This design comes from an exercise in tuning for small area on the open sky130 flow, not from production work.
Only simulation tests tie the RTL to the original design; equivalence was not proved.
No activity file was given, so power comes from the tool's default toggle rates.

## flow/config.mk

```make
export PLATFORM = sky130hd
export DESIGN_NAME = elevator
export DESIGN_NICKNAME = elevator
export VERILOG_FILES = /design/flow/design.v
export SDC_FILE = /design/flow/constraint.sdc
export NUM_CORES = 4
export LEC_CHECK = 0
export CAP_MARGIN = 20
export CORE_MARGIN = 2
export CORE_UTILIZATION = 40
export PLACE_DENSITY = 0.6
export SLEW_MARGIN = 20
```

## flow/constraint.sdc

```tcl
create_clock -name core_clock -period 10.0 [get_ports {clk}]
set_input_delay 2.0000 -clock core_clock [delete_from_list [all_inputs] [get_ports {clk}]]
set_output_delay 2.0000 -clock core_clock [all_outputs]
set_load 0.01 [all_outputs]
```

## flow/design.v

```verilog
module frequency_divider(clk_1KHz,rst,en_100Hz,en2,en2_dd);
	input clk_1KHz,rst;
	output en_100Hz,en2,en2_dd;
	reg [3:0] u;  
	reg [3:0] t;  
	assign en_100Hz = (u==4'd4);
	assign en2      = (t==4'd4) && (u==4'd9);
	assign en2_dd   = (t==4'd5) && (u==4'd1);
	always @ (posedge clk_1KHz)
		if (!rst) begin u<=4'd0; t<=4'd0; end
		else if (u==4'd9) begin
			u<=4'd0;
			t<=(t==4'd9) ? 4'd0 : t+1'b1;
		end
		else u<=u+1'b1;
endmodule
module keyboard_shake(clk,rst_n,en,F_IN,F_OUT);
input clk,rst_n,en,F_IN;
output reg F_OUT;
parameter S0=0,S1=1,S2=2,S3=3;
reg [1:0]state;
always @ (state)
begin
	if (state==S3) F_OUT=1'b0;
	else F_OUT=1'b1;
end
always @ (posedge clk)
begin
	if (!rst_n) state<=S0;
	else if (en)
	begin
	if (F_IN == 1'b0)
		begin
		case (state)
			S0:state<=S1;
			S1:state<=S2;
			S2:state<=S3;
			S3:state<=S3;
			default:state<=S0;
		endcase
		end
	else
		begin
		case (state)
			S0:state<=S0;
			S1:state<=S0;
			S2:state<=S0;
			S3:state<=S0;
			default:state<=S0;
		endcase
		end
	end
end
endmodule
module floor(Fin_1up,Fin_2up,Fin_3up,Fin_2dn,Fin_3dn,Fin_4dn,
Fin_1,Fin_2,Fin_3,Fin_4,clk_1KHz,rst_n,c_floor,drc,Fout_1up,Fout_2up,Fout_3up,Fout_2dn,Fout_3dn,Fout_4dn,
Fout_1,Fout_2,Fout_3,Fout_4,arrival,door,lock,err,full);
input lock,err,full;
input Fin_1up,Fin_2up,Fin_3up;
input Fin_2dn,Fin_3dn,Fin_4dn;
input Fin_1,Fin_2,Fin_3,Fin_4;
input clk_1KHz,rst_n;
input [1:0]c_floor,drc;
output reg Fout_1up,Fout_2up,Fout_3up,Fout_2dn,Fout_3dn,Fout_4dn,Fout_1,Fout_2,Fout_3,Fout_4;
output reg arrival,door;
reg [12:0]cnt_0;
reg [9:0]cnt_1;
reg [9:0]cnt_2;
reg [9:0]cnt_3;
reg [9:0]cnt_4;
reg [12:0]c0; 
always @ (posedge clk_1KHz)
begin
c0=cnt_0;
if (!rst_n)
	begin
	Fout_1up<=1;Fout_2up<=1;Fout_3up<=1;Fout_2dn<=1;Fout_3dn<=1;Fout_4dn<=1;Fout_1<=1;Fout_2<=1;Fout_3<=1;Fout_4<=1;
	arrival<=1;door<=1;
	cnt_0<=0;cnt_1<=0;cnt_2<=0;cnt_3<=0;cnt_4<=0;
	end
else if (err) 
	begin
	Fout_1up<=1;Fout_2up<=1;Fout_3up<=1;Fout_2dn<=1;Fout_3dn<=1;Fout_4dn<=1;Fout_1<=0;Fout_2<=1;Fout_3<=1;Fout_4<=1;
	if (c_floor==2'b00) door<=0;else begin arrival<=1; door<=1;end
	end
else if (full) 
	begin
	if (lock) 
		case (c_floor)
		2'b00:begin if (Fout_1==1'b0) begin arrival<=0;Fout_1<=1'b1;end end
		2'b01:begin if (Fout_2==1'b0) begin arrival<=0;Fout_2<=1'b1;end end
		2'b10:begin if (Fout_3==1'b0) begin arrival<=0;Fout_3<=1'b1;end end
		2'b11:begin if (Fout_4==1'b0) begin arrival<=0;Fout_4<=1'b1;end end
		endcase
	if (Fin_1up==0) Fout_1up<=0; 
	if (Fin_2up==0) Fout_2up<=0;
	if (Fin_3up==0) Fout_3up<=0;
	if (Fin_2dn==0) Fout_2dn<=0;
	if (Fin_3dn==0) Fout_3dn<=0;
	if (Fin_4dn==0) Fout_4dn<=0;
	if (Fin_1==0) begin if (cnt_1!=10'd1001) cnt_1<=cnt_1+1'b1; if (cnt_1!=10'd1001) Fout_1<=0;else Fout_1<=1;end else cnt_1<=0; 
	if (Fin_2==0) begin if (cnt_2!=10'd1001) cnt_2<=cnt_2+1'b1; if (cnt_2!=10'd1001) Fout_2<=0;else Fout_2<=1;end else cnt_2<=0;
	if (Fin_3==0) begin if (cnt_3!=10'd1001) cnt_3<=cnt_3+1'b1; if (cnt_3!=10'd1001) Fout_3<=0;else Fout_3<=1;end else cnt_3<=0;
	if (Fin_4==0) begin if (cnt_4!=10'd1001) cnt_4<=cnt_4+1'b1; if (cnt_4!=10'd1001) Fout_4<=0;else Fout_4<=1;end else cnt_4<=0;
		if (arrival==0) 
		begin
		if ((c0<=6000))
		begin
		case (c_floor) 
		2'b00:begin if (Fout_1==1'b0) begin begin if (c0>1000)c0=1000;end Fout_1<=1'b1;end end
		2'b01:begin if (Fout_2==1'b0) begin begin if (c0>1000)c0=1000;end Fout_2<=1'b1;end end
		2'b10:begin if (Fout_3==1'b0) begin begin if (c0>1000)c0=1000;end Fout_3<=1'b1;end end
		2'b11:begin if (Fout_4==1'b0) begin begin if (c0>1000)c0=1000;end Fout_4<=1'b1;end end
		endcase
			if (c0<=1000)
				cnt_0<=c0+1'b1;
			else begin 
				door<=0;
				cnt_0<=c0+1'b1;
				end
		end
		else 
		begin
			door<=1; 
			arrival<=1;
			cnt_0<=0;
		end
		end
	end
else if (lock||(drc==2'b00||arrival==0)) 
	begin
	if (arrival==1) 
	begin
	case ({c_floor,drc}) 
		4'b0000:begin if ((Fout_1up==1'b0)||(Fout_1==1'b0))begin arrival<=0;Fout_1up<=1'b1;Fout_1<=1'b1;end end
		4'b0001:begin if ((Fout_1up==1'b0)||(Fout_1==1'b0))begin arrival<=0;Fout_1up<=1'b1;Fout_1<=1'b1;end end
		4'b0010:begin if ((Fout_1up==1'b0)||(Fout_1==1'b0))begin arrival<=0;Fout_1up<=1'b1;Fout_1<=1'b1;end end
		4'b0100:begin if ((Fout_2up==1'b0)||(Fout_2dn==1'b0)||(Fout_2==1'b0))
			begin arrival<=0;Fout_2up<=1'b1;Fout_2dn<=1'b1;Fout_2<=1'b1;end end
		4'b0101:begin if ((Fout_2up==1'b0)||(Fout_2==1'b0))begin arrival<=0;Fout_2up<=1'b1;Fout_2<=1'b1;end end
		4'b0110:begin if ((Fout_2dn==1'b0)||(Fout_2==1'b0))begin arrival<=0;Fout_2dn<=1'b1;Fout_2<=1'b1;end end
		4'b1000:begin if ((Fout_3up==1'b0)||(Fout_3dn==1'b0)||(Fout_3==1'b0))
			begin arrival<=0;Fout_3up<=1'b1;Fout_3dn<=1'b1;Fout_3<=1'b1;end end
		4'b1001:begin if ((Fout_3up==1'b0)||(Fout_3==1'b0))begin arrival<=0;Fout_3up<=1'b1;Fout_3<=1'b1;end end
		4'b1010:begin if ((Fout_3dn==1'b0)||(Fout_3==1'b0))begin arrival<=0;Fout_3dn<=1'b1;Fout_3<=1'b1;end end
		4'b1100:begin if ((Fout_4dn==1'b0)||(Fout_4==1'b0))begin arrival<=0;Fout_4dn<=1'b1;Fout_4<=1'b1;end end
		4'b1101:begin if ((Fout_4dn==1'b0)||(Fout_4==1'b0))begin arrival<=0;Fout_4dn<=1'b1;Fout_4<=1'b1;end end
		4'b1110:begin if ((Fout_4dn==1'b0)||(Fout_4==1'b0))begin arrival<=0;Fout_4dn<=1'b1;Fout_4<=1'b1;end end
		default:arrival<=1;
	endcase
	if (Fin_1up==0) Fout_1up<=0; 
	if (Fin_2up==0) Fout_2up<=0;
	if (Fin_3up==0) Fout_3up<=0;
	if (Fin_2dn==0) Fout_2dn<=0;
	if (Fin_3dn==0) Fout_3dn<=0;
	if (Fin_4dn==0) Fout_4dn<=0;
	if (Fin_1==0) begin if (cnt_1!=10'd1001) cnt_1<=cnt_1+1'b1; if (cnt_1!=10'd1001) Fout_1<=0;else Fout_1<=1;end else cnt_1<=0;
	if (Fin_2==0) begin if (cnt_2!=10'd1001) cnt_2<=cnt_2+1'b1; if (cnt_2!=10'd1001) Fout_2<=0;else Fout_2<=1;end else cnt_2<=0;
	if (Fin_3==0) begin if (cnt_3!=10'd1001) cnt_3<=cnt_3+1'b1; if (cnt_3!=10'd1001) Fout_3<=0;else Fout_3<=1;end else cnt_3<=0;
	if (Fin_4==0) begin if (cnt_4!=10'd1001) cnt_4<=cnt_4+1'b1; if (cnt_4!=10'd1001) Fout_4<=0;else Fout_4<=1;end else cnt_4<=0;
	end
	else begin 
	if (Fin_1up==0) Fout_1up<=0; 
	if (Fin_2up==0) Fout_2up<=0;
	if (Fin_3up==0) Fout_3up<=0;
	if (Fin_2dn==0) Fout_2dn<=0;
	if (Fin_3dn==0) Fout_3dn<=0;
	if (Fin_4dn==0) Fout_4dn<=0;
	if (Fin_1==0) begin if (cnt_1!=10'd1001) cnt_1<=cnt_1+1'b1; if (cnt_1!=10'd1001) Fout_1<=0;else Fout_1<=1;end else cnt_1<=0;
	if (Fin_2==0) begin if (cnt_2!=10'd1001) cnt_2<=cnt_2+1'b1; if (cnt_2!=10'd1001) Fout_2<=0;else Fout_2<=1;end else cnt_2<=0;
	if (Fin_3==0) begin if (cnt_3!=10'd1001) cnt_3<=cnt_3+1'b1; if (cnt_3!=10'd1001) Fout_3<=0;else Fout_3<=1;end else cnt_3<=0;
	if (Fin_4==0) begin if (cnt_4!=10'd1001) cnt_4<=cnt_4+1'b1; if (cnt_4!=10'd1001) Fout_4<=0;else Fout_4<=1;end else cnt_4<=0;
		if (c0<=6000)
		begin
			case ({c_floor,drc}) 
		4'b0000:begin if ((Fout_1up==1'b0)||(Fout_1==1'b0))begin Fout_1up<=1'b1;Fout_1<=1'b1;begin if (c0>1000)c0=1000;end end end
		4'b0001:begin if ((Fout_1up==1'b0)||(Fout_1==1'b0))begin Fout_1up<=1'b1;Fout_1<=1'b1;begin if (c0>1000)c0=1000;end end end
		4'b0010:begin if ((Fout_1up==1'b0)||(Fout_1==1'b0))begin Fout_1up<=1'b1;Fout_1<=1'b1;begin if (c0>1000)c0=1000;end end end
		4'b0100:begin if ((Fout_2up==1'b0)||(Fout_2dn==1'b0)||(Fout_2==1'b0))
			begin Fout_2up<=1'b1;Fout_2dn<=1'b1;Fout_2<=1'b1;begin if (c0>1000)c0=1000;end end end
		4'b0101:begin if ((Fout_2up==1'b0)||(Fout_2==1'b0))begin Fout_2up<=1'b1;Fout_2<=1'b1;begin if (c0>1000)c0=1000;end end end
		4'b0110:begin if ((Fout_2dn==1'b0)||(Fout_2==1'b0))begin Fout_2dn<=1'b1;Fout_2<=1'b1;begin if (c0>1000)c0=1000;end end end
		4'b1000:begin if ((Fout_3up==1'b0)||(Fout_3dn==1'b0)||(Fout_3==1'b0))
			begin Fout_3up<=1'b1;Fout_3dn<=1'b1;Fout_3<=1'b1;begin if (c0>1000)c0=1000;end end end
		4'b1001:begin if ((Fout_3up==1'b0)||(Fout_3==1'b0))begin Fout_3up<=1'b1;Fout_3<=1'b1;begin if (c0>1000)c0=1000;end end end
		4'b1010:begin if ((Fout_3dn==1'b0)||(Fout_3==1'b0))begin Fout_3dn<=1'b1;Fout_3<=1'b1;begin if (c0>1000)c0=1000;end end end
		4'b1100:begin if ((Fout_4dn==1'b0)||(Fout_4==1'b0))begin Fout_4dn<=1'b1;Fout_4<=1'b1;begin if (c0>1000)c0=1000;end end end
		4'b1101:begin if ((Fout_4dn==1'b0)||(Fout_4==1'b0))begin Fout_4dn<=1'b1;Fout_4<=1'b1;begin if (c0>1000)c0=1000;end end end
		4'b1110:begin if ((Fout_4dn==1'b0)||(Fout_4==1'b0))begin Fout_4dn<=1'b1;Fout_4<=1'b1;begin if (c0>1000)c0=1000;end end end
		default:arrival<=1;
		endcase
			if (c0<=1000)
				cnt_0<=c0+1'b1;
			else begin 
				door<=0;
				cnt_0<=c0+1'b1;
				end
		end
		else begin 
			door<=1;
			arrival<=1;
			cnt_0<=0;
		end
		end
	end
else 
	begin
	if (Fin_1up==0) Fout_1up<=0;
	if (Fin_2up==0) Fout_2up<=0;
	if (Fin_3up==0) Fout_3up<=0;
	if (Fin_2dn==0) Fout_2dn<=0;
	if (Fin_3dn==0) Fout_3dn<=0;
	if (Fin_4dn==0) Fout_4dn<=0;
	if (Fin_1==0) begin if (cnt_1!=10'd1001) cnt_1<=cnt_1+1'b1; if (cnt_1!=10'd1001) Fout_1<=0;else Fout_1<=1;end else cnt_1<=0;
	if (Fin_2==0) begin if (cnt_2!=10'd1001) cnt_2<=cnt_2+1'b1; if (cnt_2!=10'd1001) Fout_2<=0;else Fout_2<=1;end else cnt_2<=0;
	if (Fin_3==0) begin if (cnt_3!=10'd1001) cnt_3<=cnt_3+1'b1; if (cnt_3!=10'd1001) Fout_3<=0;else Fout_3<=1;end else cnt_3<=0;
	if (Fin_4==0) begin if (cnt_4!=10'd1001) cnt_4<=cnt_4+1'b1; if (cnt_4!=10'd1001) Fout_4<=0;else Fout_4<=1;end else cnt_4<=0;
	end
end
endmodule
module state(Fin_1up,Fin_2up,Fin_3up,Fin_2dn,Fin_3dn,Fin_4dn,Fin_1,Fin_2,Fin_3,Fin_4,clk_1KHz,rst_n,c_floor,drc,t_floor,full,arrival);
input full,arrival;
input Fin_1up,Fin_2up,Fin_3up;
input Fin_2dn,Fin_3dn,Fin_4dn;
input Fin_1,Fin_2,Fin_3,Fin_4;
input [1:0]c_floor;
input clk_1KHz,rst_n;
output reg [1:0]drc; 
output reg [1:0]t_floor; 
always @ (posedge clk_1KHz)
begin
if (!rst_n) begin drc<=2'b00; t_floor<=2'b00; end
else if (full) 
	begin
		if (drc==2'b00) 
		case (c_floor)
		2'b00:
			begin
				if (Fin_1==0) drc<=2'b00;
				if (Fin_2==0) drc<=2'b01;
				if (Fin_3==0) drc<=2'b01;
				if (Fin_4==0) drc<=2'b01;
			end
		2'b01:
			begin
				if (Fin_1==0) drc<=2'b10;
				if (Fin_2==0) drc<=2'b00;
				if (Fin_3==0) drc<=2'b01;
				if (Fin_4==0) drc<=2'b01;
			end
		2'b10:
			begin
				if (Fin_1==0) drc<=2'b10;
				if (Fin_2==0) drc<=2'b10;
				if (Fin_3==0) drc<=2'b00;
				if (Fin_4==0) drc<=2'b01;
			end
		2'b11:
			begin
				if (Fin_1==0) drc<=2'b10;
				if (Fin_2==0) drc<=2'b10;
				if (Fin_3==0) drc<=2'b10;
				if (Fin_4==0) drc<=2'b00;
			end
		default:drc<=2'b00;
		endcase
		else if (drc==2'b01) 
			case (c_floor)
			2'b00:begin  
						if (Fin_2==0) t_floor<=2'b01; 
						else if (Fin_3==0) t_floor<=2'b10; 
						else if (Fin_4==0) t_floor<=2'b11; 
						else begin t_floor<=2'b00; drc<=2'b00;end 
					end
			2'b01:begin  
						if (Fin_3==0) t_floor<=2'b10;
						else if (Fin_4==0) t_floor<=2'b11;
						else begin t_floor<=2'b01; drc<=2'b00;end
					end	
			2'b10:begin  
						if (Fin_4==0) t_floor<=2'b11;
						else begin t_floor<=2'b10; drc<=2'b00;end
					end	
			2'b11:begin  
						begin t_floor<=2'b11; drc<=2'b00;end
					end	
			default:;
			endcase
		else if (drc==2'b10) 
			case (c_floor)
			2'b11:begin 
						if (Fin_3==0) t_floor<=2'b10;
						else if (Fin_2==0) t_floor<=2'b01;
						else if (Fin_1==0) t_floor<=2'b00;
						else begin t_floor<=2'b11; drc<=2'b00;end
					end
			2'b10:begin 
						if (Fin_2==0) t_floor<=2'b01;
						else if (Fin_1==0) t_floor<=2'b00;
						else begin t_floor<=2'b10; drc<=2'b00;end
					end	
			2'b01:begin 
						if (Fin_1==0) t_floor<=2'b00;
						else begin t_floor<=2'b01; drc<=2'b00;end
					end	
			2'b00:begin 
						begin t_floor<=2'b00; drc<=2'b00;end
					end	
			default:;
			endcase
		else drc<=2'b00;
	end
else 
	begin
		if (drc==2'b00) 
		case (c_floor)
		2'b00: 
			begin
				if (Fin_1up==0) drc<=2'b01;
				if (Fin_2up==0) drc<=2'b01;
				if (Fin_3up==0) drc<=2'b01;
				if (Fin_2dn==0) drc<=2'b01;
				if (Fin_3dn==0) drc<=2'b01;
				if (Fin_4dn==0) drc<=2'b01;
				if (Fin_1==0) drc<=2'b00;
				if (Fin_2==0) drc<=2'b01;
				if (Fin_3==0) drc<=2'b01;
				if (Fin_4==0) drc<=2'b01;
			end
		2'b01: 
			begin
			if (Fin_1up==0) drc<=2'b10;	 
				if (Fin_2up==0) drc<=2'b01; 
				if (Fin_3up==0) drc<=2'b01; 
				if (Fin_2dn==0) drc<=2'b10; 
				if (Fin_3dn==0) drc<=2'b01; 
				if (Fin_4dn==0) drc<=2'b01; 
				if (Fin_1==0) drc<=2'b10;	 
				if (Fin_2==0) drc<=2'b00;	 
				if (Fin_3==0) drc<=2'b01;	 
				if (Fin_4==0) drc<=2'b01;	 
			end
		2'b10: 
			begin
				if (Fin_1up==0) drc<=2'b10;
				if (Fin_2up==0) drc<=2'b10;
				if (Fin_3up==0) drc<=2'b01;
				if (Fin_2dn==0) drc<=2'b10;
				if (Fin_3dn==0) drc<=2'b10;
				if (Fin_4dn==0) drc<=2'b01;
				if (Fin_1==0) drc<=2'b10;
				if (Fin_2==0) drc<=2'b10;
				if (Fin_3==0) drc<=2'b00;
				if (Fin_4==0) drc<=2'b01;
			end
		2'b11: 
			begin
				if (Fin_1up==0) drc<=2'b10;
				if (Fin_2up==0) drc<=2'b10;
				if (Fin_3up==0) drc<=2'b10;
				if (Fin_2dn==0) drc<=2'b10;
				if (Fin_3dn==0) drc<=2'b10;
				if (Fin_4dn==0) drc<=2'b10;
				if (Fin_1==0) drc<=2'b10;
				if (Fin_2==0) drc<=2'b10;
				if (Fin_3==0) drc<=2'b10;
				if (Fin_4==0) drc<=2'b00;
			end
		default:drc<=2'b00;
		endcase
		else if (drc==2'b01) 
			case (c_floor)
			2'b00:begin 
						if ((Fin_2==0)|(Fin_2dn==0)|(Fin_2up==0)) t_floor<=2'b01;
						else if ((Fin_3==0)|(Fin_3dn==0)|(Fin_3up==0)) t_floor<=2'b10;
						else if ((Fin_4==0)|(Fin_4dn==0)) t_floor<=2'b11;
						else begin if (arrival==1)begin t_floor<=2'b00; drc<=2'b00;end else t_floor<=2'b00; end
					end
			2'b01:begin 
						if ((Fin_3==0)|(Fin_3dn==0)|(Fin_3up==0)) t_floor<=2'b10;
						else if ((Fin_4==0)|(Fin_4dn==0)) t_floor<=2'b11;
						else begin if (arrival==1)begin t_floor<=2'b01; drc<=2'b00;end else t_floor<=2'b01; end
					end	
			2'b10:begin 
						if ((Fin_4==0)|(Fin_4dn==0)) t_floor<=2'b11;
						else begin if (arrival)begin t_floor<=2'b10; drc<=2'b00;end else t_floor<=2'b10; end
					end	
			2'b11:begin 
						begin if (arrival)begin t_floor<=2'b11; drc<=2'b00;end else t_floor<=2'b11;end
					end	
			default:;
			endcase
		else if (drc==2'b10) 
			case (c_floor)
			2'b11:begin 
						if ((Fin_3==0)|(Fin_3dn==0)|(Fin_3up==0)) t_floor<=2'b10;
						else if ((Fin_2==0)|(Fin_2dn==0)|(Fin_2up==0)) t_floor<=2'b01;
						else if ((Fin_1==0)|(Fin_1up==0)) t_floor<=2'b00;
						else begin if (arrival)begin t_floor<=2'b11; drc<=2'b00;end else t_floor<=2'b11;end
					end
			2'b10:begin 
						if ((Fin_2==0)|(Fin_2dn==0)|(Fin_2up==0)) t_floor<=2'b01;
						else if ((Fin_1==0)|(Fin_1up==0)) t_floor<=2'b00;
						else begin if (arrival)begin t_floor<=2'b10; drc<=2'b00;end else t_floor<=2'b10; end
					end	
			2'b01:begin 
						if ((Fin_1==0)|(Fin_1up==0)) t_floor<=2'b00;
						else begin if (arrival)begin t_floor<=2'b01; drc<=2'b00;end else t_floor<=2'b01; end
					end	
			2'b00:begin 
						begin if (arrival)begin t_floor<=2'b00; drc<=2'b00;end else t_floor<=2'b00; end
					end	
			default:;
			endcase
		else drc<=2'b00;
	end
end	
endmodule
module motor_12(t_floor,clk_1KHz,rst_n,arrival,c_floor,lock,c_floor_delay,c_floor_dd);
input [1:0]t_floor;
output reg [1:0]c_floor;
output lock;
output reg [1:0]c_floor_delay;
output reg [1:0]c_floor_dd;
input clk_1KHz,rst_n,arrival;
reg [11:0]cnt_3;
wire step;
assign step = (arrival==1) && (c_floor!=t_floor) && (cnt_3==12'd3000);
always @ (posedge clk_1KHz)
begin
if (!rst_n) cnt_3<=0;
else if (arrival==1 && c_floor!=t_floor && cnt_3!=12'd3000) cnt_3<=cnt_3+1'b1;
else cnt_3<=0;
end
always @ (posedge clk_1KHz)
	begin
	if (!rst_n) c_floor<=2'b00;
	else if (step)
	begin
	if (c_floor<t_floor)c_floor<=c_floor+1'b1;
	else c_floor<=c_floor-1'b1;
	end
	end
assign lock = (c_floor_delay!=c_floor_dd);
always @ (posedge clk_1KHz)
begin
	if (!rst_n) begin c_floor_delay<=2'b00; c_floor_dd<=2'b00; end
	else begin
	c_floor_delay <= c_floor;
	c_floor_dd <= c_floor_delay;
	end
end
endmodule
module dot_matrix_ev(Fin_1up,Fin_2up,Fin_3up,Fin_2dn,Fin_3dn,Fin_4dn,Fin_1,Fin_2,Fin_3,Fin_4,drc,clk,rst_n,row,col,door,c_floor_dd,err,en2,en2_dd);
input door,err,en2,en2_dd;
input Fin_1up,Fin_2up,Fin_3up;
input Fin_2dn,Fin_3dn,Fin_4dn;
input Fin_1,Fin_2,Fin_3,Fin_4;
input [1:0]drc,c_floor_dd;
input clk,rst_n;
output reg [15:0] row;
output reg [3:0] col;
reg rst_d;           
reg [1:0] m_d,m_dd;  
reg [1:0] cnt_d;     
reg door_s;          
reg [9:0] lamps;     
wire [1:0] m = err ? 2'd3 : drc;
always @(posedge clk)
begin
	rst_d <= !rst_n;
	m_d <= m;
	m_dd <= m_d;
	if (en2) door_s <= door;
end
always @(posedge clk)
begin
	if (!rst_n) begin lamps<=10'b0; cnt_d<=2'b00; end
	else begin
	if (en2) lamps<={!Fin_4dn,!Fin_3up,!Fin_3dn,!Fin_2up,!Fin_2dn,!Fin_1up,!Fin_4,!Fin_3,!Fin_2,!Fin_1};
	if (en2_dd) begin
	if (door_s==0)
		case (cnt_d)
		2'b00:cnt_d<=2'b01;
		2'b01:cnt_d<=2'b10;
		default:cnt_d<=2'b11;
		endcase
	else
		case (cnt_d)
		2'b11:cnt_d<=2'b10;
		2'b10:cnt_d<=2'b01;
		default:cnt_d<=2'b00;
		endcase
	end
	end
end
always @(posedge clk)
	if (!rst_n) col<=4'b1111;
	else col<=col+1'b1;
reg [7:0] sym, dig;
reg open;
wire [3:0] c = col - 1'b1;  
always @*
begin
	case ({m_dd, c[2:0]})
	5'b00_000,5'b00_001,5'b00_010,5'b00_011,5'b00_100,5'b00_101: sym=8'b0001_1000;
	5'b01_000: sym=8'b0001_0000; 5'b01_001: sym=8'b0010_0000; 5'b01_010: sym=8'b0100_0000;
	5'b01_011: sym=8'b1111_1111; 5'b01_100: sym=8'b0100_0000; 5'b01_101: sym=8'b0010_0000;
	5'b01_110: sym=8'b0001_0000;
	5'b10_000: sym=8'b0000_1000; 5'b10_001: sym=8'b0000_0100; 5'b10_010: sym=8'b0000_0010;
	5'b10_011: sym=8'b1111_1111; 5'b10_100: sym=8'b0000_0010; 5'b10_101: sym=8'b0000_0100;
	5'b10_110: sym=8'b0000_1000;
	5'b11_000: sym=8'b0100_0010; 5'b11_001: sym=8'b0010_0100; 5'b11_010: sym=8'b0001_1000;
	5'b11_011: sym=8'b0001_1000; 5'b11_100: sym=8'b0010_0100; 5'b11_101: sym=8'b0100_0010;
	5'b11_110: sym=8'b1000_0001;
	default: sym=8'b0000_0000;
	endcase
	case ({c_floor_dd, c[2:0]})
	5'b00_001: dig=8'b0010_0010; 5'b00_010: dig=8'b0111_1110; 5'b00_011: dig=8'b0000_0010;
	5'b01_001: dig=8'b0010_0010; 5'b01_010: dig=8'b0100_0110; 5'b01_011: dig=8'b0100_1010;
	5'b01_100: dig=8'b0101_0010; 5'b01_101: dig=8'b0010_0010;
	5'b10_001: dig=8'b0010_0010; 5'b10_010: dig=8'b0100_0001; 5'b10_011: dig=8'b0100_1001;
	5'b10_100: dig=8'b0100_1001; 5'b10_101: dig=8'b0011_0110;
	5'b11_000: dig=8'b0000_0100; 5'b11_001: dig=8'b0000_1100; 5'b11_010: dig=8'b0001_0100;
	5'b11_011: dig=8'b0010_0100; 5'b11_100: dig=8'b0111_1111; 5'b11_101: dig=8'b0000_0100;
	default: dig=8'b0000_0000;
	endcase
	case (cnt_d)
	2'b00: open = 1'b0;
	2'b01: open = (c==4'd10)||(c==4'd11);
	2'b10: open = (c>=4'd9)&&(c<=4'd12);
	default: open = (c>=4'd8)&&(c<=4'd13);
	endcase
	if (col==4'd0) row = {2'b00,lamps[9:4],4'b0000,lamps[3:0]};
	else if (col==4'd15) row = {16{!rst_d}};
	else if (col[3]) row = {1'b1,{14{!open}},1'b1};
	else row = {dig,sym};
end
endmodule
module elevator(
  input  clk,
  input  rst_n,
  input  Fin_1up, Fin_2up, Fin_3up,
  input  Fin_2dn, Fin_3dn, Fin_4dn,
  input  Fin_1, Fin_2, Fin_3, Fin_4,
  input  full,
  input  err,
  output [15:0] row,
  output [3:0]  col,
  output [1:0]  c_floor,
  output [1:0]  drc,
  output        door,
  output [9:0]  req_n
);
  wire en_100Hz, en2, en2_dd;
  wire [1:0] c_floor_delay, c_floor_dd;
  wire [9:0] key_n;
  wire [1:0] t_floor;
  wire lock, arrival;
  wire Fout_1up, Fout_2up, Fout_3up, Fout_2dn, Fout_3dn, Fout_4dn, Fout_1, Fout_2, Fout_3, Fout_4;
  frequency_divider inst13(.clk_1KHz(clk), .rst(rst_n), .en_100Hz(en_100Hz), .en2(en2), .en2_dd(en2_dd));
  keyboard_shake sh0(.clk(clk), .rst_n(rst_n), .en(en_100Hz), .F_IN(Fin_1up), .F_OUT(key_n[0]));
  keyboard_shake sh1(.clk(clk), .rst_n(rst_n), .en(en_100Hz), .F_IN(Fin_2up), .F_OUT(key_n[1]));
  keyboard_shake sh2(.clk(clk), .rst_n(rst_n), .en(en_100Hz), .F_IN(Fin_3up), .F_OUT(key_n[2]));
  keyboard_shake sh3(.clk(clk), .rst_n(rst_n), .en(en_100Hz), .F_IN(Fin_2dn), .F_OUT(key_n[3]));
  keyboard_shake sh4(.clk(clk), .rst_n(rst_n), .en(en_100Hz), .F_IN(Fin_3dn), .F_OUT(key_n[4]));
  keyboard_shake sh5(.clk(clk), .rst_n(rst_n), .en(en_100Hz), .F_IN(Fin_4dn), .F_OUT(key_n[5]));
  keyboard_shake sh6(.clk(clk), .rst_n(rst_n), .en(en_100Hz), .F_IN(Fin_1),   .F_OUT(key_n[6]));
  keyboard_shake sh7(.clk(clk), .rst_n(rst_n), .en(en_100Hz), .F_IN(Fin_2),   .F_OUT(key_n[7]));
  keyboard_shake sh8(.clk(clk), .rst_n(rst_n), .en(en_100Hz), .F_IN(Fin_3),   .F_OUT(key_n[8]));
  keyboard_shake sh9(.clk(clk), .rst_n(rst_n), .en(en_100Hz), .F_IN(Fin_4),   .F_OUT(key_n[9]));
  floor inst(.Fin_1up(key_n[0]), .Fin_2up(key_n[1]), .Fin_3up(key_n[2]),
             .Fin_2dn(key_n[3]), .Fin_3dn(key_n[4]), .Fin_4dn(key_n[5]),
             .Fin_1(key_n[6]), .Fin_2(key_n[7]), .Fin_3(key_n[8]), .Fin_4(key_n[9]),
             .clk_1KHz(clk), .rst_n(rst_n), .c_floor(c_floor), .drc(drc),
             .Fout_1up(Fout_1up), .Fout_2up(Fout_2up), .Fout_3up(Fout_3up),
             .Fout_2dn(Fout_2dn), .Fout_3dn(Fout_3dn), .Fout_4dn(Fout_4dn),
             .Fout_1(Fout_1), .Fout_2(Fout_2), .Fout_3(Fout_3), .Fout_4(Fout_4),
             .arrival(arrival), .door(door), .lock(lock), .err(err), .full(full));
  state inst2(.Fin_1up(Fout_1up), .Fin_2up(Fout_2up), .Fin_3up(Fout_3up),
              .Fin_2dn(Fout_2dn), .Fin_3dn(Fout_3dn), .Fin_4dn(Fout_4dn),
              .Fin_1(Fout_1), .Fin_2(Fout_2), .Fin_3(Fout_3), .Fin_4(Fout_4),
              .clk_1KHz(clk), .rst_n(rst_n), .c_floor(c_floor), .drc(drc), .t_floor(t_floor),
              .full(full), .arrival(arrival));
  motor_12 inst1(.t_floor(t_floor), .clk_1KHz(clk), .rst_n(rst_n), .arrival(arrival),
                 .c_floor(c_floor), .lock(lock),
                 .c_floor_delay(c_floor_delay), .c_floor_dd(c_floor_dd));
  dot_matrix_ev inst4(.Fin_1up(Fout_1up), .Fin_2up(Fout_2up), .Fin_3up(Fout_3up),
                      .Fin_2dn(Fout_2dn), .Fin_3dn(Fout_3dn), .Fin_4dn(Fout_4dn),
                      .Fin_1(Fout_1), .Fin_2(Fout_2), .Fin_3(Fout_3), .Fin_4(Fout_4),
                      .drc(drc), .clk(clk), .rst_n(rst_n), .row(row), .col(col),
                      .door(door), .c_floor_dd(c_floor_dd), .err(err), .en2(en2), .en2_dd(en2_dd));
  assign req_n = {Fout_4, Fout_3, Fout_2, Fout_1, Fout_4dn, Fout_3dn, Fout_2dn, Fout_3up, Fout_2up, Fout_1up};
endmodule
```

## flow/run.sh

```bash
#!/bin/bash
# synth_recipe.tcl (not shown) runs the flow's synth.tcl, then flattens the netlist and writes it again
# the make line also repeats each setting of config.mk as NAME=value (left out here)
make -C /OpenROAD-flow-scripts/flow DESIGN_CONFIG=/design/flow/config.mk WORK_HOME=/design/flow/orfs CLKGATE_MAP_FILE= SYNTH_SCRIPT=/design/flow/synth_recipe.tcl finish
```

==> impl_metrics.py <==
metrics = {
    "setup_path": {
        "worstRegToRegCells": 14,
        "arrival_ps": 4220,
        "r2r_slack_ps": 5960,
        "r2r-start": "inst2.drc[0]",
        "path_delay_family": "buffers and inverters",
        "worstReg2RegEnd": "inst.cnt_0[12]",
        "critPathBufInv": 3,
        "critPathMaxFanout": 26,
        "max_stage_delay_ps": 820,
        "cpMostUsedCell": "a21oi_1",
        "crit_chain": "inv_1 > ha_1 > ha_1 > clkinv_1 > a21oi_1 > nor4_1 > o21ai_1 > a21oi_1 > a21oi_1 > clkdlybuf4s50_1",
        "crit_slowest_cell": "ha_1",
        "crit_type": "register to output port",
        "cp-endpoint": "row[9]",
        "startpoint": "inst4.col[0]",
        "end_kind": "output port",
        "path_depth": 10,
        "startpoint_type": "register",
        "worstPathRequired_ps": 8000,
    },
    "detailed_routing": {
        "dr.pass1.iters": 5,
        "drc": 0,
        "via_per_inst": 5.87,
        "vias": 8957,
        "wl_per_cell_um": 17.1,
        "drt_iter0_markers": 667,
        "ant_nets": 0,
        "wl_um": 26100,
    },
    "logic_synthesis": {
        "syn-cell-area_sq_um": 9280,
        "synthArstFlopShare_pct": 0,
        "synth_area_leaders": "dfxtp_1, nor2_1, a21oi_1",
        "avgSynthCellArea_sq_um": 7.49,
        "synth_commonest_cells": "nor2_1, dfxtp_1, nand2_1, a21oi_1, o21ai_0",
        "synth-edff-count": 1,
        "yosysMostFrequentCell": "nor2_1",
        "synth_warnings": 6,
        "synth-seq-cells": 137,
        "synthCells": 1239,
        "synth_top_area_cell": "dfxtp_1",
        "ys_types": 95,
        "syn-num-nets": 1285,
        "seq_area_frac_synth_pct": 29.7,
        "yosys_most_used_dff": "dfxtp_1",
        "synth_top_area_share_pct": 29.3,
    },
    "outcome": {
        "status": "no timing/DRC/antenna violations",
    },
    "sta": {
        "finalSetupTns_ps": 0,
        "timing.final.ws_setup_ps": 3780,
        "tightest_slew_ps": 863,
        "fmax_mhz": 161,
        "finalCritPeriodShare_pct": 62.2,
        "setup_viol": 0,
        "report.final.hold_viol_count": 0,
        "timing.slew.headroom_pct": 42.4,
        "fin_crit_ps": 6220,
        "worst_clock_skew_ps": 10.7,
        "rsz0062_at_grt": "no",
        "slew_viol_final": 0,
    },
    "final_layout": {
        "final_layout_size_suffix_gt1_share_pct": 6.53,
        "nets": 1275,
        "syn2layout_area_growth_pct": 11.6,
        "num_antenna_cells": 0,
        "fillCellCount": 2277,
    },
    "worst_hold_path": {
        "hold_path_class": "register to register",
        "worstHoldStart": "inst4.m_d[1]",
    },
    "clocking": {
        "h-tree-depth": 4,
        "cts.path.max_buffers": 2,
        "ctsHoldBuffers": 0,
        "ctsResizeCount": 0,
        "clock_sinks": 137,
        "cts_buffers": 17,
        "worst_skew_pair.late_latency_ps": 430,
        "postCtsSetupRepairBufs": 0,
        "cts_tree": "done",
        "clockRootBuffer": "clkbuf_16",
        "path_clk_slew_ps": 60,
    },
    "placed_design": {
        "dp_worst_setup_slack_ps": 4330,
        "io_buffer_count": 48,
        "hpwl_um": 18000,
        "place.gp.congestion": 0.897,
    },
    "job": {
        "max-cap-violations": 0,
    },
    "floorplan": {
        "die-width_um": 156,
        "coreArea_sq_um": 22700,
        "fp.dieH_um": 156,
        "start_util_pct": 40.9,
        "rows": 55,
        "pin_count": 49,
        "design.die.area_sq_um": 24400,
    },
    "global_route": {
        "overflow": 0,
        "grt_max_degree": 53,
        "grt_antenna_before_repair": 0,
        "grt_pass1_vias": 8376,
        "grtUsageTotal_pct": 21.8,
        "grt_pass1_wl_um": 43300,
    },
    "pwr": {
        "p_leak_nw": 3.75,
        "powerDensity_nw_per_um2": 139,
        "total_power_mw": 1.44,
        "ir_drop_mv": 0.116,
    },
}
-- worst min-delay path by stage --
stage                    end  depth (start not counted)
4_1_cts        inst4.m_dd[1]                          0
3_5_place_dp   inst4.m_dd[0]                          0
2_1_floorplan  inst4.m_dd[0]                          0
6_report       inst4.m_dd[1]                          0
3_3_place_gp   inst4.m_dd[0]                          0
5_1_grt        inst4.m_dd[1]                          0
-- kinds of logic (layout without fill, tap and decap cells) --
logic type	Yosys count	in the layout	share of synthesized area, %
flops	137	137	29.7
xor+xnor	55	55	5.19
mux	12	12	1.47
fa+ha+maj	32	32	4.31
simple gates	518	518	27.7
compound gates	349	349	24.7
buf+inv	136	138	6.96
-- cell usage in the layout, fill, tap and decap left out, types with 7 or more instances in the layout --
master | Yosys | final
o31ai_1 | 8 | 8
nand4_1 | 16 | 16
nand3_1 | 51 | 51
clkbuf_16 | 0 | 17
a21oi_1 | 99 | 99
ha_1 | 32 | 32
nand2b_1 | 17 | 17
or3_1 | 16 | 16
a31oi_1 | 12 | 12
o22ai_1 | 10 | 10
buf_4 | 13 | 12
inv_1 | 46 | 45
dfxtp_1 | 136 | 136
o211ai_1 | 10 | 10
xor2_1 | 34 | 34
xnor2_1 | 21 | 21
and3_1 | 14 | 14
nand2_1 | 121 | 121
o21a_1 | 9 | 9
o21ai_0 | 73 | 73
clkdlybuf4s50_1 | 0 | 47
nor4_1 | 11 | 11
and2_1 | 15 | 15
a21o_1 | 7 | 7
a211oi_1 | 31 | 31
nor2b_1 | 21 | 21
a22oi_1 | 8 | 8
nor3_1 | 33 | 31
mux2i_1 | 8 | 8
nor2_1 | 147 | 147
o21ai_1 | 7 | 7
-- routing by layer --
metal	GRT usage (%)	part of all wire [%]	up-vias
li1	-	-	4441
met1	28.8	46	4178
met2	35.5	46	295
met3	4.15	6.9	43
met4	7.56	1.9	0
met5	0	0	-
-- report_power, final --
part / internal, mW / switching (mW) / leakage [nW] / total [mW]
Clock: 0.408 / 0.253 / 0.301 / 0.661
Sequential: 0.554 / 0.0190 / 1.11 / 0.573
Combinational: 0.0921 / 0.115 / 2.34 / 0.207
-- cell type report --
cell class	instances	area, sq um	area share, %
tap	285	357	3.44
timing repair buffer	60	566	5.46
sequential	137	2750	26.6
clock inverter	12	164	1.58
inverter	47	176	1.70
multi-input combinational	966	5890	56.9
clock buffer	19	453	4.37
-- state kept, by name, summed over array words and instances, names as in the netlist, 4 cells and up --
| signal | count |
|---|---|
| inst1.cnt_3 | 12 |
| inst.cnt_3 | 10 |
| inst4.col | 4 |
| inst.cnt_4 | 10 |
| inst4.lamps | 10 |
| inst.cnt_2 | 10 |
| inst13.u | 4 |
| inst.cnt_0 | 13 |
| inst13.t | 4 |
| inst.cnt_1 | 10 |
-- stage by stage --
| stage | cell area, sq um | instances | utilization [%] | hold slack [ps] |
|---|---|---|---|---|
| floorplan | 9280 | 1239 | - | 310 |
| global placement | 9740 | 1495 | 42.9 | 311 |
| detailed placement | 9740 | 1495 | 42.9 | 312 |
| CTS | 10400 | 1526 | 45.6 | 324 |
| global route | 10400 | 1526 | 45.6 | 329 |
| finish | 10400 | 1526 | 45.6 | 323 |

==> separate check: timing with driven ports <==
No port has a modelled driver above. Below, the same layout with a new extraction and two added sets of constraints.
Step 1 assumes that a clkbuf_16 drives the clock port and a buf_2 every other input.
Step 2 also shifts input and output timing later by t, the mid clock arrival at the registers, as if the neighbouring blocks saw the same clock.
Three values: no drivers, after step 1, after step 2; two values: the first two.
t, ns: 0.465
slack for setup (ns): 3.780 / 3.735 / 4.200
worst register clock-pin slew, ns: 0.06 / 0.06
pins driven straight from the clock port: 1
After both steps this run still meets setup and hold. The setup slack of this run moves by -0.045 ns with the drivers and by +0.420 ns with both steps.
